From an optimization exercise on the open Yosys and OpenROAD flow, aimed at small area and a short achievable clock period; shortcuts taken in it are not production practice.
At most, simulation tests tie the RTL to the original design; equivalence was not proved.
For runs 1 to 3 and 6, only the layout was checked, not whether the RTL still works.

**design.v**
```verilog
module ENIGMA(
	clk,
	rst_n,
	in_valid,
	in_valid_2,
	crypt_mode,
	code_in,
	out_code,
	out_valid
);
input clk;
input rst_n;
input in_valid;
input in_valid_2;
input crypt_mode;
input [5:0] code_in;
output reg out_valid;
output reg [5:0] out_code;
integer i, g, k;
function [2:0] grp_src;
	input [2:0] ty;
	input [2:0] p;
	begin
		case (ty)
			3'd1: grp_src = p ^ 3'd1;
			3'd2: grp_src = p ^ 3'd2;
			3'd3: grp_src = (p == 3'd0 || p == 3'd7) ? p : (p <= 3'd3 ? p + 3'd3 : p - 3'd3);
			3'd4: grp_src = p ^ 3'd4;
			3'd5: grp_src = (p == 3'd3 || p == 3'd4) ? p : (p <= 3'd2 ? p + 3'd5 : p - 3'd5);
			3'd6: case (p)
					3'd0: grp_src = 3'd6; 3'd1: grp_src = 3'd7; 3'd2: grp_src = 3'd3; 3'd3: grp_src = 3'd2;
					3'd4: grp_src = 3'd5; 3'd5: grp_src = 3'd4; 3'd6: grp_src = 3'd0; default: grp_src = 3'd1;
				  endcase
			3'd7: grp_src = 3'd7 - p;
			default: grp_src = p;
		endcase
	end
endfunction
reg iv, iv2;
reg cm;
reg [5:0] code;
always @(posedge clk or negedge rst_n) begin
	if (!rst_n) begin
		iv  <= 1'b0;
		iv2 <= 1'b0;
	end else begin
		iv  <= in_valid;
		iv2 <= in_valid_2;
	end
end
always @(posedge clk) begin
	cm   <= crypt_mode;
	code <= code_in;
end
reg [6:0] cnt;
reg mode;
always @(posedge clk or negedge rst_n) begin
	if (!rst_n) cnt <= 7'd0;
	else if (iv) cnt <= cnt + 7'd1;
	else cnt <= 7'd0;
end
always @(posedge clk or negedge rst_n) begin
	if (!rst_n) mode <= 1'b0;
	else if (iv && cnt == 7'd0) mode <= cm;
end
reg [5:0] ra [0:63];         
reg [5:0] rb [0:63];         
wire loadA = iv & ~cnt[6];
always @(posedge clk) begin
	for (i = 0; i < 63; i = i + 1)
		ra[i] <= ra[i + 1];
	ra[63] <= loadA ? code : ra[0];
end
always @(posedge clk) begin
	for (g = 0; g < 8; g = g + 1) begin
		for (k = 0; k < 7; k = k + 1)
			rb[8 * g + k] <= rb[8 * g + k + 1];
		rb[8 * g + 7] <= (iv && cnt[6] && cnt[5:3] == g) ? code : rb[8 * g];
	end
end
reg [5:0] ro_lag;
reg [3:0] shh;
reg [2:0] pt [0:7];          
reg [2:0] qt [0:7];          
wire [1:0] sh_r = {shh[2] | shh[3], shh[1] | shh[3]};
wire [5:0] ro_off = ro_lag + 6'd1 + {4'd0, sh_r};
reg v1;
always @(posedge clk or negedge rst_n) begin
	if (!rst_n) v1 <= 1'b0;
	else v1 <= iv2;
end
wire [5:0] w = code - ro_off;
wire [3:0] wb = w[5:2];
wire [3:0] wb1 = w[5:2] - 4'd1;
reg [5:0] win [0:7];         
reg [5:0] cand [0:3];        
always @(*) begin
	for (k = 0; k < 4; k = k + 1) begin
		win[4 + k] = ra[{wb, k[1:0]}];
		win[k]     = ra[{wb1, k[1:0]}];
	end
end
always @(posedge clk) begin
	for (k = 0; k < 4; k = k + 1)
		cand[k] <= win[{1'b1, w[1:0]} - k];
end
reg [5:0] s2;
reg [7:0] gsel;              
reg [7:0] bsel;              
reg [3:0] s2lo;              
integer c;
always @(*) begin
	s2 = 6'd0;
	gsel = 8'd0;
	bsel = 8'd0;
	s2lo = 4'd0;
	for (c = 0; c < 4; c = c + 1) begin
		s2 = s2 | ({6{shh[c]}} & cand[c]);
		for (k = 0; k < 8; k = k + 1) begin
			gsel[k] = gsel[k] | (shh[c] & (cand[c][5:3] == k));
			bsel[k] = bsel[k] | (shh[c] & (pt[cand[c][2:0]] == k));
		end
		for (k = 0; k < 4; k = k + 1)
			s2lo[k] = s2lo[k] | (shh[c] & (cand[c][1:0] == k));
	end
end
reg [5:0] bgs [0:7];         
reg [5:0] s3;
always @(*) begin
	for (k = 0; k < 8; k = k + 1) begin
		bgs[k] = 6'd0;
		for (g = 0; g < 8; g = g + 1)
			bgs[k] = bgs[k] | ({6{gsel[g]}} & rb[8 * g + k]);
	end
	s3 = 6'd0;
	for (k = 0; k < 8; k = k + 1)
		s3 = s3 | ({6{bsel[k]}} & bgs[k]);
end
wire [5:0] s4 = ~s3;
wire [63:0] hit;
genvar gi;
generate for (gi = 0; gi < 64; gi = gi + 1) begin : cam_b
	assign hit[gi] = (rb[gi] == s4);
end endgenerate
reg [7:0] hit_slot;
reg [7:0] hit_grp;
reg [2:0] s5lo;
reg [3:0] s5q;               
always @(*) begin
	for (k = 0; k < 8; k = k + 1) begin
		hit_slot[k] = hit[k] | hit[8 + k] | hit[16 + k] | hit[24 + k] |
		              hit[32 + k] | hit[40 + k] | hit[48 + k] | hit[56 + k];
		hit_grp[k]  = |hit[8 * k +: 8];
	end
	s5lo = 3'd0;
	s5q = 4'd0;
	for (k = 0; k < 8; k = k + 1) begin
		s5lo = s5lo | ({3{hit_slot[k]}} & qt[k]);
		for (c = 0; c < 4; c = c + 1)
			s5q[c] = s5q[c] | (hit_slot[k] & (qt[k][1:0] == c));
	end
end
wire [2:0] s5hi = {hit_grp[4] | hit_grp[5] | hit_grp[6] | hit_grp[7],
                   hit_grp[2] | hit_grp[3] | hit_grp[6] | hit_grp[7],
                   hit_grp[1] | hit_grp[3] | hit_grp[5] | hit_grp[7]};
wire [5:0] s5 = {s5hi, s5lo};
wire [3:0] shn = mode ? s5q : s2lo;
wire [2:0] ty = s3[2:0] ^ {3{mode}};
reg [2:0] ptd [0:7];
always @(*) begin
	for (k = 0; k < 8; k = k + 1)
		ptd[k] = pt[k] - 3'd1;
end
always @(posedge clk) begin
	if (iv) begin
		ro_lag <= 6'd63;
		shh    <= 4'b0001;
		for (k = 0; k < 8; k = k + 1) begin
			pt[k] <= k;
			qt[k] <= k;
		end
	end else begin
		ro_lag <= ro_off;
		shh    <= v1 ? shn : 4'b0001;
		for (k = 0; k < 8; k = k + 1) begin
			pt[k] <= v1 ? ptd[grp_src(ty, k)] : ptd[k];
			qt[k] <= v1 ? grp_src(ty, qt[(k + 1) % 8]) : qt[(k + 1) % 8];
		end
	end
end
reg v2;
reg [5:0] s5_r;
reg [5:0] off_r;
always @(posedge clk or negedge rst_n) begin
	if (!rst_n) v2 <= 1'b0;
	else v2 <= v1;
end
always @(posedge clk) begin
	s5_r  <= s5;
	off_r <= ro_off + 6'd1;
end
reg [5:0] hitA;
always @(*) begin
	hitA = 6'd0;
	for (k = 0; k < 64; k = k + 1)
		if (ra[k] == s5_r) hitA = hitA | k;
end
wire [5:0] s6 = hitA + off_r;
always @(posedge clk or negedge rst_n) begin
	if (!rst_n) begin
		out_valid <= 1'b0;
		out_code  <= 6'd0;
	end else begin
		out_valid <= v2;
		out_code  <= v2 ? s6 : 6'd0;
	end
end
endmodule
```
**flow/run.sh**
```bash
#!/bin/bash
set -euo pipefail
bash standard.sh finish SETUP_SLACK_MARGIN=11.5 > make_finish.log 2>&1
```
**standard.sh**
```bash
#!/bin/bash
# synth_recipe.tcl (not shown) runs the flow's synth.tcl, then flattens the netlist and writes it again
# the make line also repeats each setting of config.mk as NAME=value (left out here)
make -C /OpenROAD-flow-scripts/flow DESIGN_CONFIG=/design/flow/config.mk WORK_HOME=/design/flow/orfs CLKGATE_MAP_FILE= SYNTH_SCRIPT=/design/flow/synth_recipe.tcl "${@:-finish}"
```
**config.mk**
```make
export PLATFORM = sky130hd
export DESIGN_NAME = ENIGMA
export DESIGN_NICKNAME = ENIGMA
export VERILOG_FILES = /design/flow/design.v
export SDC_FILE = /design/flow/constraint.sdc
export NUM_CORES = 4
export LEC_CHECK = 0
export CAP_MARGIN = 20
export CORE_MARGIN = 2
export CORE_UTILIZATION = 25
export PLACE_DENSITY = 0.4
export SLEW_MARGIN = 20
```
**constraint.sdc**
```tcl
create_clock -name core_clock -period 15.0 [get_ports {clk}]
set_input_delay 3.0000 -clock core_clock [delete_from_list [all_inputs] [get_ports {clk}]]
set_output_delay 3.0000 -clock core_clock [all_outputs]
set_load 0.01 [all_outputs]
```
==> results of run 1 <==
==> metrics by stage <==
stage	instances	hold WS (ps)	worst slack [ps]	area (sq um)
detailed placement	6801	359	7760	47500
global route	7470	379	9930	61600
floorplan	4727	331	11090	45600
global placement	6801	360	7840	47500
finish	7477	358	9790	61600
CTS	7337	359	10120	58500
==> repair_timing <==
action	CTS	global route
hold buffers	0	0
gates resized for setup	779	247
gates cloned	55	32
pin swaps	158	146
buffers inserted	279	101
setup endpoints to repair	95	94
==> flip-flops by register name, indices dropped and copies added (netlist names) <==
signal / cells
pt: 24
v2: 1
iv: 1
mode: 1
cnt: 7
iv2: 1
rb: 384
out_valid: 1
shh: 4
out_code: 6
off_r: 6
cand: 24
ra: 384
code: 6
cm: 1
qt: 24
ro_lag: 6
s5_r: 6
v1: 1
==> Yosys cell counts, types with 16 or more instances <==
| library cell | n | area share, % |
|---|---|---|
| a21oi_1 | 138 | 1.6 |
| nor3_1 | 231 | 2.6 |
| o22ai_1 | 54 | 0.76 |
| xor2_1 | 263 | 5.2 |
| a31oi_1 | 25 | 0.35 |
| o31a_1 | 54 | 1.1 |
| o21a_1 | 20 | 0.34 |
| nand4_1 | 140 | 2.0 |
| inv_1 | 86 | 0.73 |
| buf_1 | 38 | 0.32 |
| buf_2 | 61 | 0.69 |
| o2111ai_1 | 25 | 0.49 |
| nand3_1 | 70 | 0.79 |
| mux2i_1 | 65 | 1.5 |
| nor4b_1 | 87 | 1.7 |
| a22o_1 | 149 | 2.9 |
| o31ai_1 | 25 | 0.42 |
| xnor2_1 | 346 | 6.8 |
| o221ai_1 | 25 | 0.49 |
| a22oi_1 | 215 | 3.6 |
| and3_1 | 32 | 0.45 |
| nor2_1 | 187 | 1.6 |
| o21ai_0 | 250 | 2.8 |
| ha_1 | 79 | 2.2 |
| a21boi_0 | 48 | 0.81 |
| dfxtp_1 | 869 | 39 |
| a221oi_1 | 120 | 2.4 |
| clkbuf_1 | 237 | 2.0 |
| nor4_1 | 108 | 1.5 |
| buf_4 | 17 | 0.29 |
| a41oi_1 | 24 | 0.47 |
| nor2b_1 | 17 | 0.24 |
| mux2_2 | 53 | 1.3 |
| dfrtp_1 | 19 | 1.1 |
| nand2_1 | 168 | 1.4 |
| nand2b_1 | 31 | 0.44 |
| a222oi_1 | 28 | 0.63 |
| a211oi_1 | 16 | 0.27 |
==> routing by layer <==
layer / vias to the layer above / wire, microns
met3: 942 / 31200
li1: 18700 / -
met1: 23000 / 112000
met2: 3434 / 119000
met5: - / 172
met4: 12 / 26400
==> cell families after synthesis <==
group / Yosys count
mux: 129
flops: 888
fa+ha+maj: 82
simple gates: 1192
compound gates: 1372
buf+inv: 453
xor+xnor: 611
==> placed cells by master, fill, tap and decap left out, types with 82 or more instances in the layout <==
master and count:
clkbuf_16 134, a22oi_1 185, dfxtp_1 821, buf_4 325, xnor2_1 319, nor3_1 198, a21oi_1 106, a22o_1 147
nor2_1 152, nand4_1 140, o21ai_0 222, inv_1 82, nand2_1 137, xor2_1 222
==> worst max-delay path by stage <==
| stage | start | end | slack [ps] |
|---|---|---|---|
| finish | cand[0][3]$_DFF_P_ | shh[3]$_SDFF_PP0_ | 9790 |
| global route | shh[1]$_SDFF_PP0_ | shh[0]$_SDFF_PP1_ | 9930 |
| CTS | cand[0][0]$_DFF_P_ | shh[3]$_SDFF_PP0_ | 10120 |
| detailed placement | shh[0]$_SDFF_PP1_ | qt[3][0]$_SDFF_PP1_ | 7760 |
| global placement | shh[0]$_SDFF_PP1_ | qt[5][2]$_SDFF_PP1_ | 7840 |
| floorplan | cand[0][0]$_DFF_P_ | shh[3]$_SDFF_PP0_ | 11090 |
==> worst reg2reg max path, delay by kind of cell, from the launching register on <==
| kind | cells | cell delay [ps] |
|---|---|---|
| compound gates | 6 | 1490 |
| buf+inv | 1 | 330 |
| flops | 1 | 370 |
| simple gates | 8 | 2870 |
==> layout make-up <==
| type | instances | share of cell area [%] |
|---|---|---|
| Multi-Input combinational cell | 3405 | 48.4 |
| Sequential cell | 888 | 29.2 |
| Timing Repair Buffer | 548 | 11.1 |
| Clock buffer | 148 | 4.89 |
| Tap cell | 2340 | 4.75 |
| Clock inverter | 54 | 1.02 |
| Inverter | 87 | 0.540 |
| Antenna cell | 7 | 0.0284 |
==> impl_metrics.py, run 1 <==
metrics = {
    "sta": {
        "rsz0062_at_grt": "yes",
        "period_minus_slack_ps": 5210,
        "slew_violations": 0,
        "tightest_slew_ps": 1090,
        "relSlewSlack_pct": 26.7,
        "clock_skew_ps": 84.3,
        "fin_setup_tns_ps": 0,
        "setup_violations": 0,
        "hold_violations": 0,
        "period_share_pct": 34.7,
        "max_freq_mhz": 192,
    },
    "synthesis": {
        "netlist_area_sq_um": 44500,
        "synth_area_per_cell_sq_um": 9.40,
        "ys.flop_type": "dfxtp_1",
        "synth_xor_area_share_pct": 12.1,
        "synth-edff-count": 0,
        "synthMuxAreaShare_pct": 3.24,
        "yosysWarningCount": 9,
        "synth_top_family_by_area": "compound AO/OA/AOI/OAI gates",
        "synth_cells": 4727,
        "synth_seq_cells": 888,
        "async_flop_share_pct": 2.14,
        "synth.distinct_cells": 110,
        "synth-compound-area-share_pct": 22.9,
        "synthAdderAreaFrac_pct": 2.36,
        "ys_seq_area_share_pct": 40.2,
        "syn-num-nets": 4820,
        "yosys.area_share.simple_pct": 14.9,
    },
    "setup_path": {
        "timing.rr.end": "shh[3]$_SDFF_PP0_",
        "path_max_fanout": 6,
        "r2r-start": "cand[0][3]$_DFF_P_",
        "start_kind": "flip-flop",
        "reg2regPathDepth": 15,
        "worstSetupPathDepth": 15,
        "worstPathRequired_ps": 15620,
        "critical_path_class": "reg -> reg",
        "path_cells": "nand2b_4 -> o22ai_4 -> nor2_1 -> o2111ai_1 -> nor3_4 -> a21oi_1 -> or4_4 -> bufbuf_16 -> nor3_1 -> nor4b_2 -> nand4_1 -> o2111ai_4 -> or2_4 -> a222oi_1 -> a41oi_1",
        "critPathSlowestCell": "nor2_1",
        "rrSetupSlack_ps": 9790,
        "critPathMaxStageDelay_ps": 790,
        "cp-end-kind": "flip-flop",
        "critPathTopFamily": "simple AND/OR/NAND/NOR gates",
        "worstPathArrival_ps": 5830,
        "critical_path_buf_inv_count": 1,
    },
    "layout": {
        "multi_input_area_sq_um": 29900,
        "drive_gt1_share_pct": 30.0,
        "final_nets": 5130,
        "regArea_sq_um": 18000,
        "final_util_pct": 34.9,
        "fillCellCount": 17800,
        "area_delta_synth_final_pct": 38.7,
    },
    "grt": {
        "antenna_found_initial": 14,
        "grtUsageMet2_pct": 43.5,
        "grtUsageMet3_pct": 6.72,
        "grt_pass1_vias": 43100,
        "grt_usage_pct": 29.5,
        "grt_first_pass_wirelength_microns": 373000,
        "grt_max_degree": 64,
        "grt_use_met1_pct": 38.2,
        "overflow": 0,
        "busiest_layer": "met2",
    },
    "routing": {
        "wl_per_cell_microns": 38.6,
        "dr_total_vias": 46000,
        "first_iter_violations": 7030,
        "drt.antenna.violating_nets": 0,
        "vias_per_cell": 6.15,
        "dr.pass1.iters": 10,
        "drc_errors": 0,
        "wl_microns": 289000,
    },
    "die": {
        "coreArea_sq_um": 176000,
        "die-height_microns": 426,
        "ios": 18,
        "die_x_microns": 426,
        "num_rows": 154,
        "dieArea_sq_um": 181000,
        "start_util_pct": 25.2,
    },
    "run": {
        "drv_cap": 0,
    },
    "hold_path": {
        "hp-class": "reg -> reg",
        "min_path_cells": 0,
        "min_to": "rb[45][0]$_DFF_P_",
        "worst_hold_startpoint": "rb[46][0]$_DFF_P_",
    },
    "cts": {
        "cts_buffer_depth": 3,
        "cts.reportedPaths.clkPinSlew_ps": 70,
        "numCtsBuffers": 107,
        "insertion_delay_ps": 810,
        "tritoncts": "done",
        "numClockSinks": 888,
        "h-tree-depth": 3,
        "root_buffer": "clkbuf_16",
    },
    "place": {
        "port_buffers": 17,
        "hpwl_microns": 183000,
        "gp_congestion": 1.00,
    },
    "outcome": {
        "status": "no timing/DRC/antenna violations",
    },
}
==> inputs of run 2 (changes only) <==
==> flow/run.sh (replaced) <==
#!/bin/bash
set -euo pipefail
bash standard.sh finish SETUP_SLACK_MARGIN=10 > make_finish.log 2>&1
--- a/config.mk
+++ b/config.mk
@@ -10,3 +10,4 @@
 export CORE_UTILIZATION = 25
 export PLACE_DENSITY = 0.4
 export SLEW_MARGIN = 20
+export TNS_END_PERCENT = 5
==> impl_metrics.py, run 2 <==
metrics = {
    "outcome": {
        "status": "no timing/DRC/antenna violations",
    },
    "routing": {
        "first_iter_violations": 6140,
        "dr_total_vias": 43600,
        "dr.pass1.iters": 7,
        "drc_errors": 0,
        "vias_per_cell": 6.05,
        "wl_microns": 263000,
        "drt.antenna.violating_nets": 0,
        "wl_per_cell_microns": 36.4,
    },
    "synthesis": {
        "synth.distinct_cells": 110,
        "syn-num-nets": 4820,
        "yosysWarningCount": 9,
        "synth_seq_cells": 888,
        "netlist_top_cells_count": "dfxtp_1 (869), xnor2_1 (346), xor2_1 (263)",
        "synth_top_cell_by_area": "dfxtp_1",
        "synth_cells": 4727,
        "yosysMostFrequentCell": "dfxtp_1",
        "netlist_area_sq_um": 44500,
        "ys.flop_type": "dfxtp_1",
        "synth_area_per_cell_sq_um": 9.40,
        "synth.top_cells.by_area": "dfxtp_1 (39%), xnor2_1 (6.8%), xor2_1 (5.2%)",
        "synth_top_cell_area_share_pct": 39.1,
        "synth-edff-count": 0,
        "ys_seq_area_share_pct": 40.2,
        "async_flop_share_pct": 2.14,
    },
    "hold_path": {
        "hp-class": "reg -> reg",
    },
    "setup_path": {
        "rrSetupSlack_ps": 9550,
        "critPathMaxStageDelay_ps": 700,
        "cp-end-kind": "flip-flop",
        "critPathSlowestCell": "or4_4",
        "critPathTopFamily": "simple AND/OR/NAND/NOR gates",
        "worstPathArrival_ps": 6060,
        "timing.rr.end": "shh[2]$_SDFF_PP0_",
        "path_cells": "nand2b_4 -> o22ai_2 -> buf_6 -> or2_4 -> buf_16 -> buf_4 -> buf_4 -> a22o_1 -> nor3_2 -> a21oi_2 -> or4_4 -> nor2_8 -> xnor2_1 -> and4_4 -> nor4_4 -> o2111ai_4 -> buf_6 -> a222oi_1 -> a31oi_1",
        "worstPathRequired_ps": 15610,
        "critical_path_buf_inv_count": 5,
        "reg2regPathDepth": 19,
        "start_kind": "flip-flop",
        "path_max_fanout": 11,
        "crit_end": "shh[2]$_SDFF_PP0_",
        "critical_path_class": "reg -> reg",
        "critical_path.startpoint": "shh[0]$_SDFF_PP1_",
        "worstSetupPathDepth": 19,
        "r2r-start": "shh[0]$_SDFF_PP1_",
    },
    "sta": {
        "fin_setup_tns_ps": 0,
        "period_minus_slack_ps": 5450,
        "slew_violations": 0,
        "period_share_pct": 36.4,
        "tightest_slew_ps": 1200,
        "max_freq_mhz": 183,
        "hold_violations": 0,
        "setup_violations": 0,
        "relSlewSlack_pct": 19.5,
        "rsz0062_at_grt": "yes",
        "clock_skew_ps": 66.1,
    },
    "grt": {
        "grt_max_degree": 62,
        "overflow": 0,
        "grt_pass1_vias": 41400,
        "grt_usage_pct": 28.1,
        "grt_first_pass_wirelength_microns": 358000,
        "antenna_found_initial": 19,
    },
    "die": {
        "ios": 18,
        "num_rows": 154,
        "dieArea_sq_um": 181000,
        "coreArea_sq_um": 176000,
        "die_x_microns": 426,
        "die-height_microns": 426,
        "start_util_pct": 25.2,
    },
    "layout": {
        "reg_top3": "ra x384, rb x384",
        "layout_common_cells": "dfxtp_1 (828), xnor2_1 (339), xor2_1 (258), o21ai_0 (239), nor3_1 (215)",
        "fin_cells": 7205,
        "final_nets": 4869,
        "drive_gt1_share_pct": 18.9,
        "area_delta_synth_final_pct": 23.6,
        "fillCellCount": 18500,
        "layout_commonest_cell": "dfxtp_1",
    },
    "cts": {
        "root_buffer": "clkbuf_16",
        "insertion_delay_ps": 790,
        "numClockSinks": 888,
        "hold_buffers": 0,
        "numCtsBuffers": 105,
        "cts.reportedPaths.clkPinSlew_ps": 60,
        "h-tree-depth": 3,
        "cts_buffer_depth": 3,
        "tritoncts": "done",
    },
    "place": {
        "gp_congestion": 1.01,
        "hpwl_microns": 182000,
        "port_buffers": 17,
        "place_inst": 6818,
    },
    "run": {
        "drv_cap": 0,
    },
}
## run 2: worst min path at each step
stage                            startpoint                 to  cells after the start
after floorplan           rb[33][4]$_DFF_P_  rb[32][4]$_DFF_P_                      0
after global placement        iv2$_DFF_PN0_       v1$_DFF_PN0_                      0
after CTS                     iv2$_DFF_PN0_       v1$_DFF_PN0_                      0
after global routing          iv2$_DFF_PN0_       v1$_DFF_PN0_                      0
after detailed placement      iv2$_DFF_PN0_       v1$_DFF_PN0_                      0
final                         iv2$_DFF_PN0_       v1$_DFF_PN0_                      0
## run 2: area by class of cell
| type | instances | area (sq um) | area share [%] |
|---|---|---|---|
| inverter | 87 | 327 | 0.594 |
| timing repair buffer | 294 | 3260 | 5.93 |
| sequential | 888 | 18000 | 32.7 |
| antenna | 3 | 7.51 | 0.0137 |
| clock inverter | 64 | 785 | 1.43 |
| tap | 2340 | 2930 | 5.33 |
| multi-input combinational | 3400 | 26800 | 48.8 |
| clock buffer | 129 | 2870 | 5.22 |
## run 2: metrics by stage
step	hold WS (ps)	instance area, sq um	setup slack (ps)	utilization [%]
final	349	55000	9550	31.1
after global routing	362	55000	9570	31.1
after CTS	351	54300	9740	30.7
after detailed placement	342	47000	7690	26.6
after global placement	340	47000	7500	26.6
after floorplan	331	44500	10680	-
## run 2: per-layer routing
| layer | global-route usage (%) | share of wire, % | up-vias |
|---|---|---|---|
| li1 | - | - | 18100 |
| met1 | 36.8 | 41 | 21900 |
| met2 | 42.2 | 43 | 2863 |
| met3 | 6.53 | 9.6 | 724 |
| met4 | 16.1 | 7.0 | 10 |
| met5 | 0 | 0.024 | - |
## run 2: worst reg2reg max path, delay by kind of cell, from the launching register on
family,cells,cell delay (ps)
xor+xnor,1,150
compound gates,6,1610
flops,1,380
buf+inv,5,820
simple gates,7,2340
## run 2: repair_timing
item / in CTS / in global routing
pin swaps: 70 / 30
endpoints found under the setup margin: 84 / 85
gates cloned: 30 / 0
buffers inserted: 135 / 26
resized for setup: 399 / 89
## run 2: cells by family (layout without fill, tap and decap cells)
group,Yosys count,count (layout),synth area share [%]
multiplexers,129,129,3.24
AO/OA/AOI/OAI,1372,1380,22.9
XOR/XNOR,611,611,12.1
AND/OR/NAND/NOR,1192,1198,14.9
adder cells (fa/ha/maj),82,82,2.36
buffers and inverters,453,574,4.38
other,0,3,0
flip-flops,888,888,40.2
==> inputs of run 3 (changes only) <==
--- a/design.v
+++ b/design.v
@@ -100,42 +100,47 @@
 		win[k]     = ra[{wb1, k[1:0]}];
 	end
 end
-always @(posedge clk) begin
+reg [7:0] cgrp [0:3];        
+reg [5:0] nc [0:3];
+always @(*) begin
 	for (k = 0; k < 4; k = k + 1)
-		cand[k] <= win[{1'b1, w[1:0]} - k];
-end
+		nc[k] = win[{1'b1, w[1:0]} - k];
+end
+always @(posedge clk) begin
+	for (k = 0; k < 4; k = k + 1) begin
+		cand[k] <= nc[k];
+		cgrp[k] <= 8'd1 << nc[k][5:3];
+	end
+end
+reg [2:0] bsc [0:3];
 reg [5:0] s2;
-reg [7:0] gsel;              
-reg [7:0] bsel;              
+reg [2:0] bslot;
 reg [3:0] s2lo;              
 integer c;
 always @(*) begin
 	s2 = 6'd0;
-	gsel = 8'd0;
-	bsel = 8'd0;
+	bslot = 3'd0;
 	s2lo = 4'd0;
 	for (c = 0; c < 4; c = c + 1) begin
 		s2 = s2 | ({6{shh[c]}} & cand[c]);
-		for (k = 0; k < 8; k = k + 1) begin
-			gsel[k] = gsel[k] | (shh[c] & (cand[c][5:3] == k));
-			bsel[k] = bsel[k] | (shh[c] & (pt[cand[c][2:0]] == k));
-		end
+		bslot = bslot | ({3{shh[c]}} & bsc[c]);
 		for (k = 0; k < 4; k = k + 1)
 			s2lo[k] = s2lo[k] | (shh[c] & (cand[c][1:0] == k));
 	end
 end
-reg [5:0] bgs [0:7];         
-reg [5:0] s3;
-always @(*) begin
+reg [7:0] gsel;
+reg [5:0] bg [0:7];
+always @(*) begin
+	gsel = 8'd0;
+	for (c = 0; c < 4; c = c + 1)
+		gsel = gsel | ({8{shh[c]}} & cgrp[c]);
 	for (k = 0; k < 8; k = k + 1) begin
-		bgs[k] = 6'd0;
+		bg[k] = 6'd0;
 		for (g = 0; g < 8; g = g + 1)
-			bgs[k] = bgs[k] | ({6{gsel[g]}} & rb[8 * g + k]);
-	end
-	s3 = 6'd0;
-	for (k = 0; k < 8; k = k + 1)
-		s3 = s3 | ({6{bsel[k]}} & bgs[k]);
-end
+			bg[k] = bg[k] | ({6{gsel[g]}} & rb[8 * g + k]);
+	end
+end
+wire [5:0] s3 = bg[bslot];
 wire [5:0] s4 = ~s3;
 wire [63:0] hit;
 genvar gi;
@@ -170,6 +175,12 @@
 always @(*) begin
 	for (k = 0; k < 8; k = k + 1)
 		ptd[k] = pt[k] - 3'd1;
+end
+always @(posedge clk) begin
+	for (k = 0; k < 4; k = k + 1) begin
+		if (iv) bsc[k] <= nc[k][2:0];
+		else bsc[k] <= v1 ? ptd[grp_src(ty, nc[k][2:0])] : ptd[nc[k][2:0]];
+	end
 end
 always @(posedge clk) begin
 	if (iv) begin
--- a/config.mk
+++ b/config.mk
@@ -7,7 +7,9 @@
 export LEC_CHECK = 0
 export CAP_MARGIN = 20
 export CORE_MARGIN = 2
-export CORE_UTILIZATION = 25
-export PLACE_DENSITY = 0.4
+export CORE_UTILIZATION = 45
+export CTS_CLUSTER_DIAMETER = 100
+export CTS_CLUSTER_SIZE = 24
+export PLACE_DENSITY = 0.6
 export SLEW_MARGIN = 20
 export TNS_END_PERCENT = 5
==> impl_metrics.py, run 3 <==
metrics = {
    "outcome": {
        "status": "no timing/DRC/antenna violations",
    },
    "sta": {
        "period_minus_slack_ps": 7370,
        "fin_setup_tns_ps": 0,
        "rsz0062_at_grt": "yes",
        "slew_violations": 0,
        "hold_violations": 0,
        "clock_skew_ps": 68.1,
        "period_share_pct": 49.1,
        "tightest_slew_ps": 1280,
        "hold_ws_ps": 355,
        "setup_violations": 0,
        "worst_slack_ps": 7630,
        "relSlewSlack_pct": 14.5,
        "max_freq_mhz": 136,
    },
    "synthesis": {
        "synth_top_cell_by_area": "dfxtp_1",
        "yosysWarningCount": 12,
        "synth.distinct_cells": 99,
        "synth_area_per_cell_sq_um": 9.13,
        "synth_seq_cells": 916,
        "yosysMostFrequentCell": "dfxtp_1",
        "ys_seq_area_share_pct": 39.2,
        "netlist_area_sq_um": 47000,
        "synth_top_cell_area_share_pct": 38.2,
        "synth_cells": 5154,
        "synth-edff-count": 0,
        "netlist_top_cells_count": "dfxtp_1 (897), xnor2_1 (412), xor2_1 (395)",
        "async_flop_share_pct": 2.07,
        "synth.top_cells.by_area": "dfxtp_1 (38%), xnor2_1 (7.7%), xor2_1 (7.4%)",
        "ys.flop_type": "dfxtp_1",
        "syn-num-nets": 5274,
    },
    "routing": {
        "vias_per_cell": 7.04,
        "drt.antenna.violating_nets": 0,
        "dr.pass1.iters": 11,
        "dr_total_vias": 46200,
        "wl_microns": 244000,
        "first_iter_violations": 7942,
        "drc_errors": 0,
        "wl_per_cell_microns": 37.1,
    },
    "hold_path": {
        "hp-class": "reg -> reg",
    },
    "setup_path": {
        "rrSetupSlack_ps": 7630,
        "crit_end": "bsc[2][0]$_DFF_P_",
        "cp-end-kind": "flip-flop",
        "critPathTopFamily": "compound AO/OA/AOI/OAI gates",
        "critical_path_class": "reg -> reg",
        "critPathMaxStageDelay_ps": 530,
        "critPathSlowestCell": "fa_2",
        "worstPathRequired_ps": 15580,
        "reg2regPathDepth": 27,
        "worstPathArrival_ps": 7950,
        "critical_path_buf_inv_count": 6,
        "timing.rr.end": "bsc[2][0]$_DFF_P_",
        "worstSetupPathDepth": 27,
        "path_max_fanout": 8,
        "r2r-start": "shh[1]$_SDFF_PP0_",
        "start_kind": "flip-flop",
        "critical_path.startpoint": "shh[1]$_SDFF_PP0_",
    },
    "cts": {
        "cts_buffer_depth": 3,
        "h-tree-depth": 2,
        "root_buffer": "clkbuf_16",
        "tritoncts": "done",
        "hold_buffers": 0,
        "cts.reportedPaths.clkPinSlew_ps": 120,
        "numClockSinks": 916,
        "numCtsBuffers": 47,
        "insertion_delay_ps": 740,
    },
    "die": {
        "num_rows": 118,
        "die-height_microns": 327,
        "dieArea_sq_um": 107000,
        "ios": 18,
        "die_x_microns": 327,
        "start_util_pct": 45.4,
        "coreArea_sq_um": 104000,
    },
    "run": {
        "drv_cap": 0,
    },
    "grt": {
        "grt_pass1_vias": 42500,
        "overflow": 0,
        "grt_usage_pct": 43.7,
        "grt_max_degree": 51,
        "antenna_found_initial": 22,
        "grt_first_pass_wirelength_microns": 335000,
    },
    "layout": {
        "fin_cells": 6565,
        "layout_commonest_cell": "dfxtp_1",
        "regArea_sq_um": 18500,
        "multi_input_area_sq_um": 28300,
        "fillCellCount": 9814,
        "final_nets": 5278,
        "final_util_pct": 51.6,
        "reg_top3": "ra x384, rb x384, cgrp x32",
        "area_delta_synth_final_pct": 13.6,
        "drive_gt1_share_pct": 13.3,
        "layout_common_cells": "dfxtp_1 (888), xnor2_1 (407), xor2_1 (392), nand2_1 (284), a22oi_1 (263)",
    },
    "place": {
        "pre_cts_slack_ps": 5760,
        "gp_congestion": 1.06,
        "hpwl_microns": 176000,
        "port_buffers": 17,
        "place_inst": 6303,
    },
}
run 3: layout make-up:
class	instances	share of cell area, %
sequential	916	34.6
multi-input combinational	3743	52.9
antenna	8	0.0375
timing repair inverter	1	0.00937
clock inverter	13	0.389
tap	1380	3.23
timing repair buffer	314	5.65
clock buffer	55	2.26
inverter	135	0.997
run 3: cell families after synthesis:
kind of cell / count (synthesis) / synth area share [%]
multiplexers: 178 / 4.13
adder cells (fa/ha/maj): 110 / 2.97
AND/OR/NAND/NOR: 1227 / 12.7
buffers and inverters: 497 / 4.22
flip-flops: 916 / 39.2
AO/OA/AOI/OAI: 1415 / 21.6
XOR/XNOR: 811 / 15.2
run 3: repair_timing:
action,4_1_cts,5_1_grt
pin swaps,92,47
resized for setup,232,37
buffers inserted,133,37
setup endpoints to repair,113,111
gates cloned,15,1
run 3: stage by stage:
stage	instance area, sq um
4_1_cts	52900
2_1_floorplan	47500
3_5_place_dp	48900
3_3_place_gp	48900
6_report	53400
5_1_grt	53400
run 3: layer usage:
layer / GRT usage [%] / share of wire [%] / routed length (microns)
met1: 56.3 / 39 / 94000
met2: 61.4 / 40 / 96800
met3: 19.0 / 15 / 36000
met4: 22.8 / 6.9 / 16700
met5: 0.887 / 0.14 / 345
run 3: worst min-delay path by stage:
| stage | from | endpoint | slack (ps) | cells after the start |
|---|---|---|---|---|
| final | ra[24][2]$_DFF_P_ | ra[23][2]$_DFF_P_ | 360 | 0 |
| after global routing | ra[24][2]$_DFF_P_ | ra[23][2]$_DFF_P_ | 370 | 0 |
| after CTS | ra[24][2]$_DFF_P_ | ra[23][2]$_DFF_P_ | 370 | 0 |
| after detailed placement | ra[8][2]$_DFF_P_ | ra[7][2]$_DFF_P_ | 370 | 0 |
| after global placement | rb[45][3]$_DFF_P_ | rb[44][3]$_DFF_P_ | 370 | 0 |
| after floorplan | iv2$_DFF_PN0_ | v1$_DFF_PN0_ | 330 | 0 |
==> inputs of run 4 (changes only) <==
--- a/design.v
+++ b/design.v
@@ -112,7 +112,6 @@
 		cgrp[k] <= 8'd1 << nc[k][5:3];
 	end
 end
-reg [2:0] bsc [0:3];
 reg [5:0] s2;
 reg [2:0] bslot;
 reg [3:0] s2lo;              
@@ -123,7 +122,7 @@
 	s2lo = 4'd0;
 	for (c = 0; c < 4; c = c + 1) begin
 		s2 = s2 | ({6{shh[c]}} & cand[c]);
-		bslot = bslot | ({3{shh[c]}} & bsc[c]);
+		bslot = bslot | ({3{shh[c]}} & pt[cand[c][2:0]]);
 		for (k = 0; k < 4; k = k + 1)
 			s2lo[k] = s2lo[k] | (shh[c] & (cand[c][1:0] == k));
 	end
@@ -175,12 +174,6 @@
 always @(*) begin
 	for (k = 0; k < 8; k = k + 1)
 		ptd[k] = pt[k] - 3'd1;
-end
-always @(posedge clk) begin
-	for (k = 0; k < 4; k = k + 1) begin
-		if (iv) bsc[k] <= nc[k][2:0];
-		else bsc[k] <= v1 ? ptd[grp_src(ty, nc[k][2:0])] : ptd[nc[k][2:0]];
-	end
 end
 always @(posedge clk) begin
 	if (iv) begin
==> impl_metrics.py, run 4 <==
metrics = {
    "outcome": {
        "status": "no timing/DRC/antenna violations",
    },
    "synthesis": {
        "netlist_top_cells_count": "dfxtp_1 (889), xor2_1 (432), xnor2_1 (371)",
        "yosysWarningCount": 11,
        "synth_seq_cells": 908,
        "synth.distinct_cells": 95,
        "ys.flop_type": "dfxtp_1",
        "ys_seq_area_share_pct": 42.3,
        "synth.top_cells.by_area": "dfxtp_1 (41%), xor2_1 (8.8%), xnor2_1 (7.5%)",
        "syn-num-nets": 4494,
        "yosysMostFrequentCell": "dfxtp_1",
        "synth_cells": 4401,
        "synth-edff-count": 0,
        "synth_top_cell_area_share_pct": 41.2,
        "synth_area_per_cell_sq_um": 9.82,
        "synth_top_cell_by_area": "dfxtp_1",
        "async_flop_share_pct": 2.09,
        "netlist_area_sq_um": 43200,
    },
    "run": {
        "drv_cap": 0,
    },
    "layout": {
        "drive_gt1_share_pct": 11.2,
        "area_delta_synth_final_pct": 10.0,
        "final_nets": 4369,
        "fin_cells": 5559,
        "layout_common_cells": "dfxtp_1 (866), xor2_1 (427), xnor2_1 (365), a22oi_1 (311), nor2_1 (176)",
        "fillCellCount": 8694,
        "regArea_sq_um": 18300,
        "layout_commonest_cell": "dfxtp_1",
        "reg_top3": "ra x384, rb x384, cgrp x32",
        "multi_input_area_sq_um": 24300,
    },
    "routing": {
        "wl_microns": 195000,
        "first_iter_violations": 5769,
        "vias_per_cell": 6.81,
        "wl_per_cell_microns": 35.0,
        "dr.pass1.iters": 7,
        "dr_total_vias": 37900,
        "drc_errors": 0,
        "drt.antenna.violating_nets": 0,
    },
    "cts": {
        "numCtsBuffers": 47,
        "h-tree-depth": 2,
        "numClockSinks": 908,
        "root_buffer": "clkbuf_16",
        "hold_buffers": 0,
        "tritoncts": "done",
        "cts_buffer_depth": 3,
        "cts.reportedPaths.clkPinSlew_ps": 100,
        "insertion_delay_ps": 720,
    },
    "sta": {
        "rsz0062_at_grt": "yes",
        "hold_violations": 0,
        "slew_violations": 0,
        "setup_violations": 0,
        "max_freq_mhz": 195,
        "clock_skew_ps": 58.1,
        "relSlewSlack_pct": 19.1,
        "period_minus_slack_ps": 5130,
        "fin_setup_tns_ps": 0,
        "tightest_slew_ps": 1200,
        "period_share_pct": 34.2,
    },
    "die": {
        "dieArea_sq_um": 98500,
        "die-height_microns": 314,
        "ios": 18,
        "num_rows": 113,
        "die_x_microns": 314,
        "start_util_pct": 45.4,
        "coreArea_sq_um": 95200,
    },
    "grt": {
        "grt_max_degree": 64,
        "overflow": 0,
        "antenna_found_initial": 4,
        "grt_usage_pct": 38.1,
        "grt_pass1_vias": 35400,
        "grt_first_pass_wirelength_microns": 272000,
    },
    "setup_path": {
        "path_max_fanout": 20,
        "critical_path_buf_inv_count": 4,
        "cpMostUsedCell": "mux2i_4",
        "critical_path_class": "reg -> reg",
        "path_cells": "inv_1 -> a221o_1 -> a31oi_1 -> or4_1 -> buf_6 -> mux2i_4 -> mux2i_4 -> mux2_8 -> buf_16 -> xor2_1 -> nand3_1 -> nor4_1 -> nor4bb_2 -> nand4b_1 -> buf_4 -> a22oi_1 -> a41oi_2 -> or3_1",
        "critPathSlowestCell": "nor4_1",
        "worstPathRequired_ps": 15620,
        "worstPathArrival_ps": 5750,
        "critPathMaxStageDelay_ps": 640,
        "critPathTopFamily": "simple AND/OR/NAND/NOR gates",
        "start_kind": "flip-flop",
        "cp-end-kind": "flip-flop",
    },
    "place": {
        "place_inst": 5431,
        "port_buffers": 17,
        "hpwl_microns": 139000,
        "gp_congestion": 1.05,
    },
    "hold_path": {
        "hp-class": "reg -> reg",
    },
}
==> run 4: cell count changes after synthesis, moves of 45 or more <==
cell	before	now
clkbuf_1	220	152
nand2_1	303	153
nor2_1	275	194
o22ai_1	93	43
nor3_1	157	76
a21oi_1	228	136
nand4_1	152	107
mux2i_1	105	54
inv_1	125	61
==> run 4: worst register-to-register path, delay by kind of cell, from the launching register on <==
kind                   cells  cell delay [ps]
buffers and inverters      4              850
XOR/XNOR                   1              270
flip-flops                 1              510
multiplexers               3              870
AO/OA/AOI/OAI              4             1080
AND/OR/NAND/NOR            6             1480
==> run 4: cell families after synthesis <==
group                      count (synthesis)  share of synthesized area, %
AOI/OAI and AO/OA                       1135                          19.0
xor gates and xnor gates                 808                          16.5
muxes                                    142                          4.09
DFF                                      908                          42.3
adders and majority gates                 83                          2.45
and+or+nand+nor                          949                          11.6
buffers and inverters                    376                          4.14
==> run 4: through the flow <==
stage / hold WS [ps] / worst slack (ps) / cell area (sq um) / util (%)
after floorplan: 331 / 10030 / 43200 / -
after global placement: 335 / 8440 / 44200 / 46.4
after detailed placement: 357 / 8470 / 44200 / 46.4
after CTS: 344 / 9950 / 47000 / 49.4
after global routing: 359 / 9770 / 47500 / 50.0
final: 337 / 9870 / 47500 / 50.0
==> run 4: path summary, 6_finish.rpt <==
| check | startpoint | end | slack (ps) | cells past startpoint |
|---|---|---|---|---|
| max in group asynchronous | rst_n | v1$_DFF_PN0_ | 11490 | 1 |
| worst max register to register | pt[1][0]$_SDFF_PP1_ | shh[0]$_SDFF_PP1_ | 9870 | 18 |
| min in group asynchronous | rst_n | v1$_DFF_PN0_ | 2850 | 1 |
| worst min-delay path | rb[43][3]$_DFF_P_ | rb[42][3]$_DFF_P_ | 340 | 0 |
| worst min register to register | rb[43][3]$_DFF_P_ | rb[42][3]$_DFF_P_ | 340 | 0 |
| worst max-delay path | pt[1][0]$_SDFF_PP1_ | shh[0]$_SDFF_PP1_ | 9870 | 18 |
==> run 4: what timing repair did <==
| action | CTS | global route |
|---|---|---|
| buffers inserted | 39 | 9 |
| endpoints found under the setup margin | 102 | 90 |
| gates cloned | 10 | 3 |
| pin swaps | 24 | 20 |
| resized for setup | 186 | 72 |
==> run 4: layer usage <==
| layer | track usage (%) | wire (microns) | vias up |
|---|---|---|---|
| li1 | - | - | 16000 |
| met1 | 48.1 | 73000 | 18300 |
| met2 | 59.2 | 85000 | 2868 |
| met3 | 7.53 | 20100 | 750 |
| met4 | 25.1 | 16600 | 2 |
| met5 | 0 | 13 | - |
==> run 4: area by class of cell <==
class / instances / area share (%)
Sequential cell: 908 / 38.6
Tap cell: 1265 / 3.33
Antenna cell: 3 / 0.0158
Clock buffer: 53 / 2.52
Timing Repair Buffer: 134 / 3.58
Multi-Input combinational cell: 3120 / 51.1
Clock inverter: 11 / 0.411
Inverter: 65 / 0.513
==> inputs of run 5 (changes only) <==
==> flow/run.sh (replaced) <==
#!/bin/bash
set -euo pipefail
bash standard.sh finish SETUP_SLACK_MARGIN=9.5 > make_finish.log 2>&1
==> impl_metrics.py, run 5 <==
metrics = {
    "cts": {
        "h-tree-depth": 2,
        "root_buffer": "clkbuf_16",
        "tritoncts": "done",
        "cts.reportedPaths.clkPinSlew_ps": 90,
        "cts_buffer_depth": 3,
        "numCtsBuffers": 46,
        "insertion_delay_ps": 700,
        "numClockSinks": 908,
    },
    "place": {
        "gp_congestion": 1.06,
        "port_buffers": 17,
        "post_dp_cell_area_sq_um": 44200,
        "hpwl_microns": 140000,
    },
    "die": {
        "coreArea_sq_um": 95200,
        "die-height_microns": 314,
        "die_x_microns": 314,
        "ios": 18,
        "dieArea_sq_um": 98500,
        "start_util_pct": 45.4,
        "num_rows": 113,
    },
    "sta": {
        "period_share_pct": 36.5,
        "hold_violations": 0,
        "slew_violations": 0,
        "setup_violations": 0,
        "max_freq_mhz": 183,
        "tightest_slew_ps": 1340,
        "rsz0062_at_grt": "yes",
        "period_minus_slack_ps": 5470,
        "relSlewSlack_pct": 9.55,
        "fin_setup_tns_ps": 0,
        "clock_skew_ps": 48.2,
    },
    "setup_path": {
        "critPathMaxStageDelay_ps": 460,
        "worstPathRequired_ps": 15550,
        "start_kind": "flip-flop",
        "cp-end-kind": "flip-flop",
        "critical_path_buf_inv_count": 2,
        "worstPathArrival_ps": 6020,
        "critPathTopFamily": "compound AO/OA/AOI/OAI gates",
        "path_max_fanout": 47,
        "critPathSlowestCell": "dfxtp_2",
        "critical_path_class": "reg -> reg",
        "path_cells": "a22o_1 -> or2_2 -> buf_4 -> a22o_1 -> a221oi_1 -> a2111oi_0 -> a31oi_1 -> o21a_4 -> buf_12 -> xor2_1 -> nor4_2 -> a31oi_1 -> nand4_4 -> a22oi_2 -> a41oi_1 -> or3_1",
    },
    "synthesis": {
        "synth.top_cells.by_area": "dfxtp_1 (41%), xor2_1 (8.8%), xnor2_1 (7.5%)",
        "async_flop_share_pct": 2.09,
        "ys.flop_type": "dfxtp_1",
        "netlist_top_cells_count": "dfxtp_1 (889), xor2_1 (432), xnor2_1 (371)",
        "synth-edff-count": 0,
        "ys_seq_area_share_pct": 42.3,
        "synth_top_cell_by_area": "dfxtp_1",
        "yosysMostFrequentCell": "dfxtp_1",
        "synth_cells": 4401,
        "synth_area_per_cell_sq_um": 9.82,
        "yosysWarningCount": 11,
        "synth.distinct_cells": 95,
        "synth_top_cell_area_share_pct": 41.2,
        "synth_seq_cells": 908,
        "syn-num-nets": 4494,
        "netlist_area_sq_um": 43200,
    },
    "grt": {
        "grt_max_degree": 62,
        "grt_pass1_vias": 35000,
        "grt_first_pass_wirelength_microns": 269000,
        "antenna_found_initial": 8,
        "overflow": 0,
        "grt_usage_pct": 37.6,
    },
    "routing": {
        "vias_per_cell": 6.76,
        "drt.antenna.violating_nets": 0,
        "dr.pass1.iters": 9,
        "drc_errors": 0,
        "wl_microns": 191000,
        "first_iter_violations": 6006,
        "dr_total_vias": 37400,
        "wl_per_cell_microns": 34.5,
    },
    "layout": {
        "area_delta_synth_final_pct": 7.07,
        "layout_common_cells": "dfxtp_1 (870), xor2_1 (429), xnor2_1 (365), a22oi_1 (312), nor2_1 (178)",
        "layout_commonest_cell": "dfxtp_1",
        "drive_gt1_share_pct": 9.00,
        "reg_top3": "ra x384, rb x384, cgrp x32",
        "fin_area_sq_um": 46300,
        "final_nets": 4344,
        "fillCellCount": 8912,
    },
    "hold_path": {
        "hp-class": "reg -> reg",
    },
    "run": {
        "drv_cap": 0,
    },
    "outcome": {
        "status": "no timing/DRC/antenna violations",
    },
}
## run 5: cell type report
class / instances / area (sq um) / share of cell area [%]
inverters: 65 / 244 / 0.527
well taps: 1265 / 1580 / 3.42
clock buffers: 54 / 1200 / 2.60
repair buffers: 110 / 1070 / 2.31
flip-flops and latches: 908 / 18300 / 39.6
multi-input cells: 3120 / 23700 / 51.2
diodes: 4 / 10.0 / 0.0216
clock inverters: 11 / 146 / 0.316
## run 5: cells by family after synthesis
| kind of cell | share of synthesized area, % |
|---|---|
| DFF | 42.3 |
| adders and majority gates | 2.45 |
| buffers and inverters | 4.14 |
| AOI/OAI and AO/OA | 19.0 |
| xor gates and xnor gates | 16.5 |
| and+or+nand+nor | 11.6 |
| muxes | 4.09 |
## run 5: stage by stage
| step | instances | setup slack (ps) | hold slack, ps | utilization (%) |
|---|---|---|---|---|
| 5_1_grt | 5534 | 9430 | 376 | 48.6 |
| 2_1_floorplan | 4401 | 9870 | 331 | - |
| 4_1_cts | 5523 | 9390 | 361 | 48.2 |
| 6_report | 5537 | 9530 | 360 | 48.6 |
| 3_3_place_gp | 5440 | 8230 | 335 | 46.5 |
| 3_5_place_dp | 5440 | 8290 | 340 | 46.5 |
## run 5: worst register-to-register path, cell delays in order (launching register included)
cell	delay [ps]
dfxtp_2	460
a22o_1	290
or2_2	290
buf_4	340
a22o_1	380
a221oi_1	440
a2111oi_0	230
a31oi_1	400
o21a_4	300
buf_12	300
xor2_1	270
nor4_2	110
a31oi_1	390
nand4_4	310
a22oi_2	260
a41oi_1	210
or3_1	390
## run 5: layer usage
| layer | global-route usage, % | share of wire [%] |
|---|---|---|
| met5 | 0 | 0.018 |
| met4 | 24.4 | 8.5 |
| met3 | 7.65 | 10 |
| met2 | 58.0 | 43 |
| met1 | 47.8 | 38 |
## run 5: what timing repair did
item / in CTS / in global routing
setup buffers: 15 / 10
pin swaps: 7 / 2
resized for setup: 43 / 62
setup endpoints to repair: 100 / 84
hold buffers: 0 / 0
cloned: 3 / 0
## run 5: final timing paths
kind	from	end	slack, ps	cells past startpoint
worst max-delay path	shh[0]$_SDFF_PP1_	shh[0]$_SDFF_PP1_	9530	16
worst min-delay path	iv2$_DFF_PN0_	v1$_DFF_PN0_	360	0
worst max register to register	shh[0]$_SDFF_PP1_	shh[0]$_SDFF_PP1_	9530	16
worst min register to register	iv2$_DFF_PN0_	v1$_DFF_PN0_	360	0
max in group asynchronous	rst_n	v1$_DFF_PN0_	11480	1
min in group asynchronous	rst_n	cnt[6]$_DFF_PN0_	2840	1
==> inputs of run 6 (changes only) <==
--- a/design.v
+++ b/design.v
@@ -112,6 +112,7 @@
 		cgrp[k] <= 8'd1 << nc[k][5:3];
 	end
 end
+reg [2:0] bsc [0:3];
 reg [5:0] s2;
 reg [2:0] bslot;
 reg [3:0] s2lo;              
@@ -122,7 +123,7 @@
 	s2lo = 4'd0;
 	for (c = 0; c < 4; c = c + 1) begin
 		s2 = s2 | ({6{shh[c]}} & cand[c]);
-		bslot = bslot | ({3{shh[c]}} & pt[cand[c][2:0]]);
+		bslot = bslot | ({3{shh[c]}} & bsc[c]);
 		for (k = 0; k < 4; k = k + 1)
 			s2lo[k] = s2lo[k] | (shh[c] & (cand[c][1:0] == k));
 	end
@@ -175,6 +176,15 @@
 	for (k = 0; k < 8; k = k + 1)
 		ptd[k] = pt[k] - 3'd1;
 end
+reg [2:0] ptn [0:7];         
+always @(*) begin
+	for (k = 0; k < 8; k = k + 1)
+		ptn[k] = iv ? k : (v1 ? ptd[grp_src(ty, k)] : ptd[k]);
+end
+always @(posedge clk) begin
+	for (k = 0; k < 4; k = k + 1)
+		bsc[k] <= ptn[nc[k][2:0]];
+end
 always @(posedge clk) begin
 	if (iv) begin
 		ro_lag <= 6'd63;
@@ -187,7 +197,7 @@
 		ro_lag <= ro_off;
 		shh    <= v1 ? shn : 4'b0001;
 		for (k = 0; k < 8; k = k + 1) begin
-			pt[k] <= v1 ? ptd[grp_src(ty, k)] : ptd[k];
+			pt[k] <= ptn[k];
 			qt[k] <= v1 ? grp_src(ty, qt[(k + 1) % 8]) : qt[(k + 1) % 8];
 		end
 	end
==> flow/run.sh (replaced) <==
#!/bin/bash
set -euo pipefail
bash standard.sh finish SETUP_SLACK_MARGIN=10 > make_finish.log 2>&1
==> impl_metrics.py, run 6 <==
metrics = {
    "outcome": {
        "status": "no timing/DRC/antenna violations",
    },
    "hold_path": {
        "hp-class": "reg -> reg",
        "min_path_cells": 0,
        "worst_hold_startpoint": "iv2$_DFF_PN0_",
        "min_to": "v1$_DFF_PN0_",
    },
    "place": {
        "post_dp_cell_area_sq_um": 47500,
        "gp_congestion": 1.13,
        "place_inst": 6116,
        "hpwl_microns": 176000,
        "port_buffers": 17,
    },
    "sta": {
        "hold_violations": 0,
        "clock_skew_ps": 58.4,
        "tightest_slew_ps": 1380,
        "max_freq_mhz": 179,
        "hold_ws_ps": 368,
        "setup_violations": 0,
        "fin_setup_tns_ps": 0,
        "period_share_pct": 37.3,
        "rsz0062_at_grt": "yes",
        "slew_violations": 0,
        "period_minus_slack_ps": 5590,
        "relSlewSlack_pct": 7.44,
    },
    "synthesis": {
        "ys.flop_type": "dfxtp_1",
        "synth-edff-count": 0,
        "synth.top_cells.by_area": "dfxtp_1 (39%), xnor2_1 (7.6%), xor2_1 (5.6%)",
        "synth_top_cell_by_area": "dfxtp_1",
        "netlist_top_cells_count": "dfxtp_1 (897), xnor2_1 (397), xor2_1 (294)",
        "syn-num-nets": 5054,
        "async_flop_share_pct": 2.07,
        "synth_area_per_cell_sq_um": 9.25,
        "yosysWarningCount": 13,
        "synth_cells": 4961,
        "ys_seq_area_share_pct": 40.2,
        "synth_top_cell_area_share_pct": 39.1,
        "yosysMostFrequentCell": "dfxtp_1",
        "synth.distinct_cells": 111,
        "synth_seq_cells": 916,
        "netlist_area_sq_um": 45900,
    },
    "layout": {
        "final_util_pct": 52.4,
        "drive_gt1_share_pct": 15.6,
        "fin_cells": 6398,
        "layout_commonest_cell": "dfxtp_1",
        "fin_area_sq_um": 53200,
        "fillCellCount": 9312,
        "final_nets": 5091,
        "area_delta_synth_final_pct": 15.9,
        "layout_common_cells": "dfxtp_1 (887), xnor2_1 (393), xor2_1 (286), o21ai_0 (255), nor2_1 (236)",
        "reg_top3": "ra x384, rb x384, cgrp x32",
    },
    "setup_path": {
        "path_cells": "buf_6 -> xnor2_1 -> nand4_1 -> nor3_1 -> a31oi_1 -> nand2_1 -> nor4_1 -> nand3_1 -> ha_1 -> a21oi_1 -> o21bai_1 -> a21oi_1 -> xnor2_1 -> xnor2_1 -> and2_1",
        "critPathTopFamily": "simple AND/OR/NAND/NOR gates",
        "critPathMaxStageDelay_ps": 970,
        "worstPathRequired_ps": 15660,
        "timing.rr.end": "out_code[5]$_DFF_PN0_",
        "reg2regPathDepth": 15,
        "critPathSlowestCell": "nor3_1",
        "rrSetupSlack_ps": 9410,
        "worstPathArrival_ps": 6250,
        "r2r-start": "s5_r[0]$_DFF_P_",
        "path_max_fanout": 38,
        "start_kind": "flip-flop",
        "critical_path_buf_inv_count": 1,
        "critical_path_class": "reg -> reg",
        "cpMostUsedCell": "xnor2_1",
        "cp-end-kind": "flip-flop",
    },
    "grt": {
        "overflow": 0,
        "grt_usage_pct": 47.3,
        "grt_pass1_vias": 42600,
        "grt_max_degree": 50,
        "antenna_found_initial": 18,
        "grt_first_pass_wirelength_microns": 347000,
    },
    "cts": {
        "h-tree-depth": 2,
        "insertion_delay_ps": 750,
        "cts.reportedPaths.clkPinSlew_ps": 100,
        "root_buffer": "clkbuf_16",
        "numCtsBuffers": 47,
        "tritoncts": "done",
        "cts_buffer_depth": 3,
        "hold_buffers": 0,
        "numClockSinks": 916,
    },
    "die": {
        "ios": 18,
        "start_util_pct": 45.3,
        "die-height_microns": 323,
        "dieArea_sq_um": 105000,
        "die_x_microns": 323,
        "num_rows": 117,
        "coreArea_sq_um": 101000,
    },
    "routing": {
        "wl_per_cell_microns": 40.1,
        "dr.pass1.iters": 10,
        "drt.antenna.violating_nets": 0,
        "drc_errors": 0,
        "first_iter_violations": 9092,
        "vias_per_cell": 7.30,
        "dr_total_vias": 46700,
        "wl_microns": 257000,
    },
    "run": {
        "drv_cap": 0,
    },
}
## run 6: worst register-to-register path, cell delays in order (launching register included)
cell and delay (ps):
dfxtp_4 790, buf_6 640, xnor2_1 200, nand4_1 620, nor3_1 980, a31oi_1 230, nand2_1 150, nor4_1 70
nand3_1 260, ha_1 340, a21oi_1 240, o21bai_1 100, a21oi_1 170, xnor2_1 150, xnor2_1 420, and2_1 190
## run 6: per-stage QoR
step                      setup slack [ps]
after floorplan                      10000
after global placement                7450
after detailed placement              7510
after CTS                             9720
after global routing                  9580
final                                 9410
## run 6: metal layers
layer / global-route usage (%) / vias up / wire length, microns
li1: - / 18600 / -
met4: 42.4 / 16 / 30900
met2: 68.5 / 4439 / 105000
met5: 0 / - / 112
met1: 55.0 / 22300 / 87600
met3: 16.4 / 1431 / 33700
## run 6: cell families (layout without fill, tap and decap cells)
group | after synthesis | after routing | share of synthesized area (%)
adder cells (fa/ha/maj) | 83 | 83 | 2.31
other | 0 | 13 | 0
XOR/XNOR | 692 | 692 | 13.2
AND/OR/NAND/NOR | 1220 | 1225 | 13.7
flip-flops | 916 | 916 | 40.2
multiplexers | 164 | 164 | 3.88
buffers and inverters | 437 | 488 | 4.23
AO/OA/AOI/OAI | 1449 | 1449 | 22.5
## run 6: worst max-delay path by stage
| stage | slack (ps) | to | start | cells past startpoint |
|---|---|---|---|---|
| 3_3_place_gp | 7450 | bsc[3][0]$_DFF_P_ | shh[3]$_SDFF_PP0_ | 20 |
| 5_1_grt | 9580 | bsc[0][0]$_DFF_P_ | shh[3]$_SDFF_PP0_ | 20 |
| 4_1_cts | 9720 | bsc[3][1]$_DFF_P_ | shh[1]$_SDFF_PP0_ | 20 |
| 2_1_floorplan | 10000 | bsc[3][1]$_DFF_P_ | shh[3]$_SDFF_PP0_ | 19 |
| 3_5_place_dp | 7510 | bsc[2][2]$_DFF_P_ | shh[3]$_SDFF_PP0_ | 21 |
| 6_report | 9410 | out_code[5]$_DFF_PN0_ | s5_r[0]$_DFF_P_ | 15 |
## run 6: final cells by class
cell class	instances	area (sq um)	area share, %
antenna	13	32.5	0.0612
clock buffer	52	1200	2.27
clock inverter	16	198	0.372
inverter	87	332	0.623
multi-input combinational	3613	27700	52.0
sequential	916	18500	34.7
tap	1368	1710	3.22
timing repair buffer	333	3580	6.72
## run 6: repair_timing
item,4_1_cts,5_1_grt
cloned,17,8
buffers inserted,111,64
setup endpoints to repair,111,87
gates resized for setup,330,126
pin swaps,68,59

[static timing again, ports no longer ideal]
How much do the figures lean on ideal ports? The routed layouts below were timed once more, with nothing changed but the port constraints.
Step 1 assumes that a clkbuf_16 drives the clock port and a buf_2 every other input.
Step 2 moves the port delays by t, midway between the first and last clock arrival at a register: inputs arrive t later, outputs are due t later. That takes back most of the time a late clock gives input paths.
a / b / c = ideal / step 1 / step 2; a / b = the first two.
run	t (ns)	slack for setup (ns)	worst setup path after step 2	cell pins on the clock port's net
run 1	0.851	9.789 / 9.789 / 9.789	register to register	1
run 2	0.839	9.546 / 9.546 / 9.546	register to register	1
run 3	0.783	7.628 / 7.628 / 7.628	register to register	1
run 4	0.768	9.865 / 9.865 / 9.865	register to register	1
run 5	0.752	9.531 / 9.531 / 9.531	register to register	1
run 6	0.795	9.408 / 9.408 / 9.408	register to register	1
After both steps setup and hold are still met in every run listed.
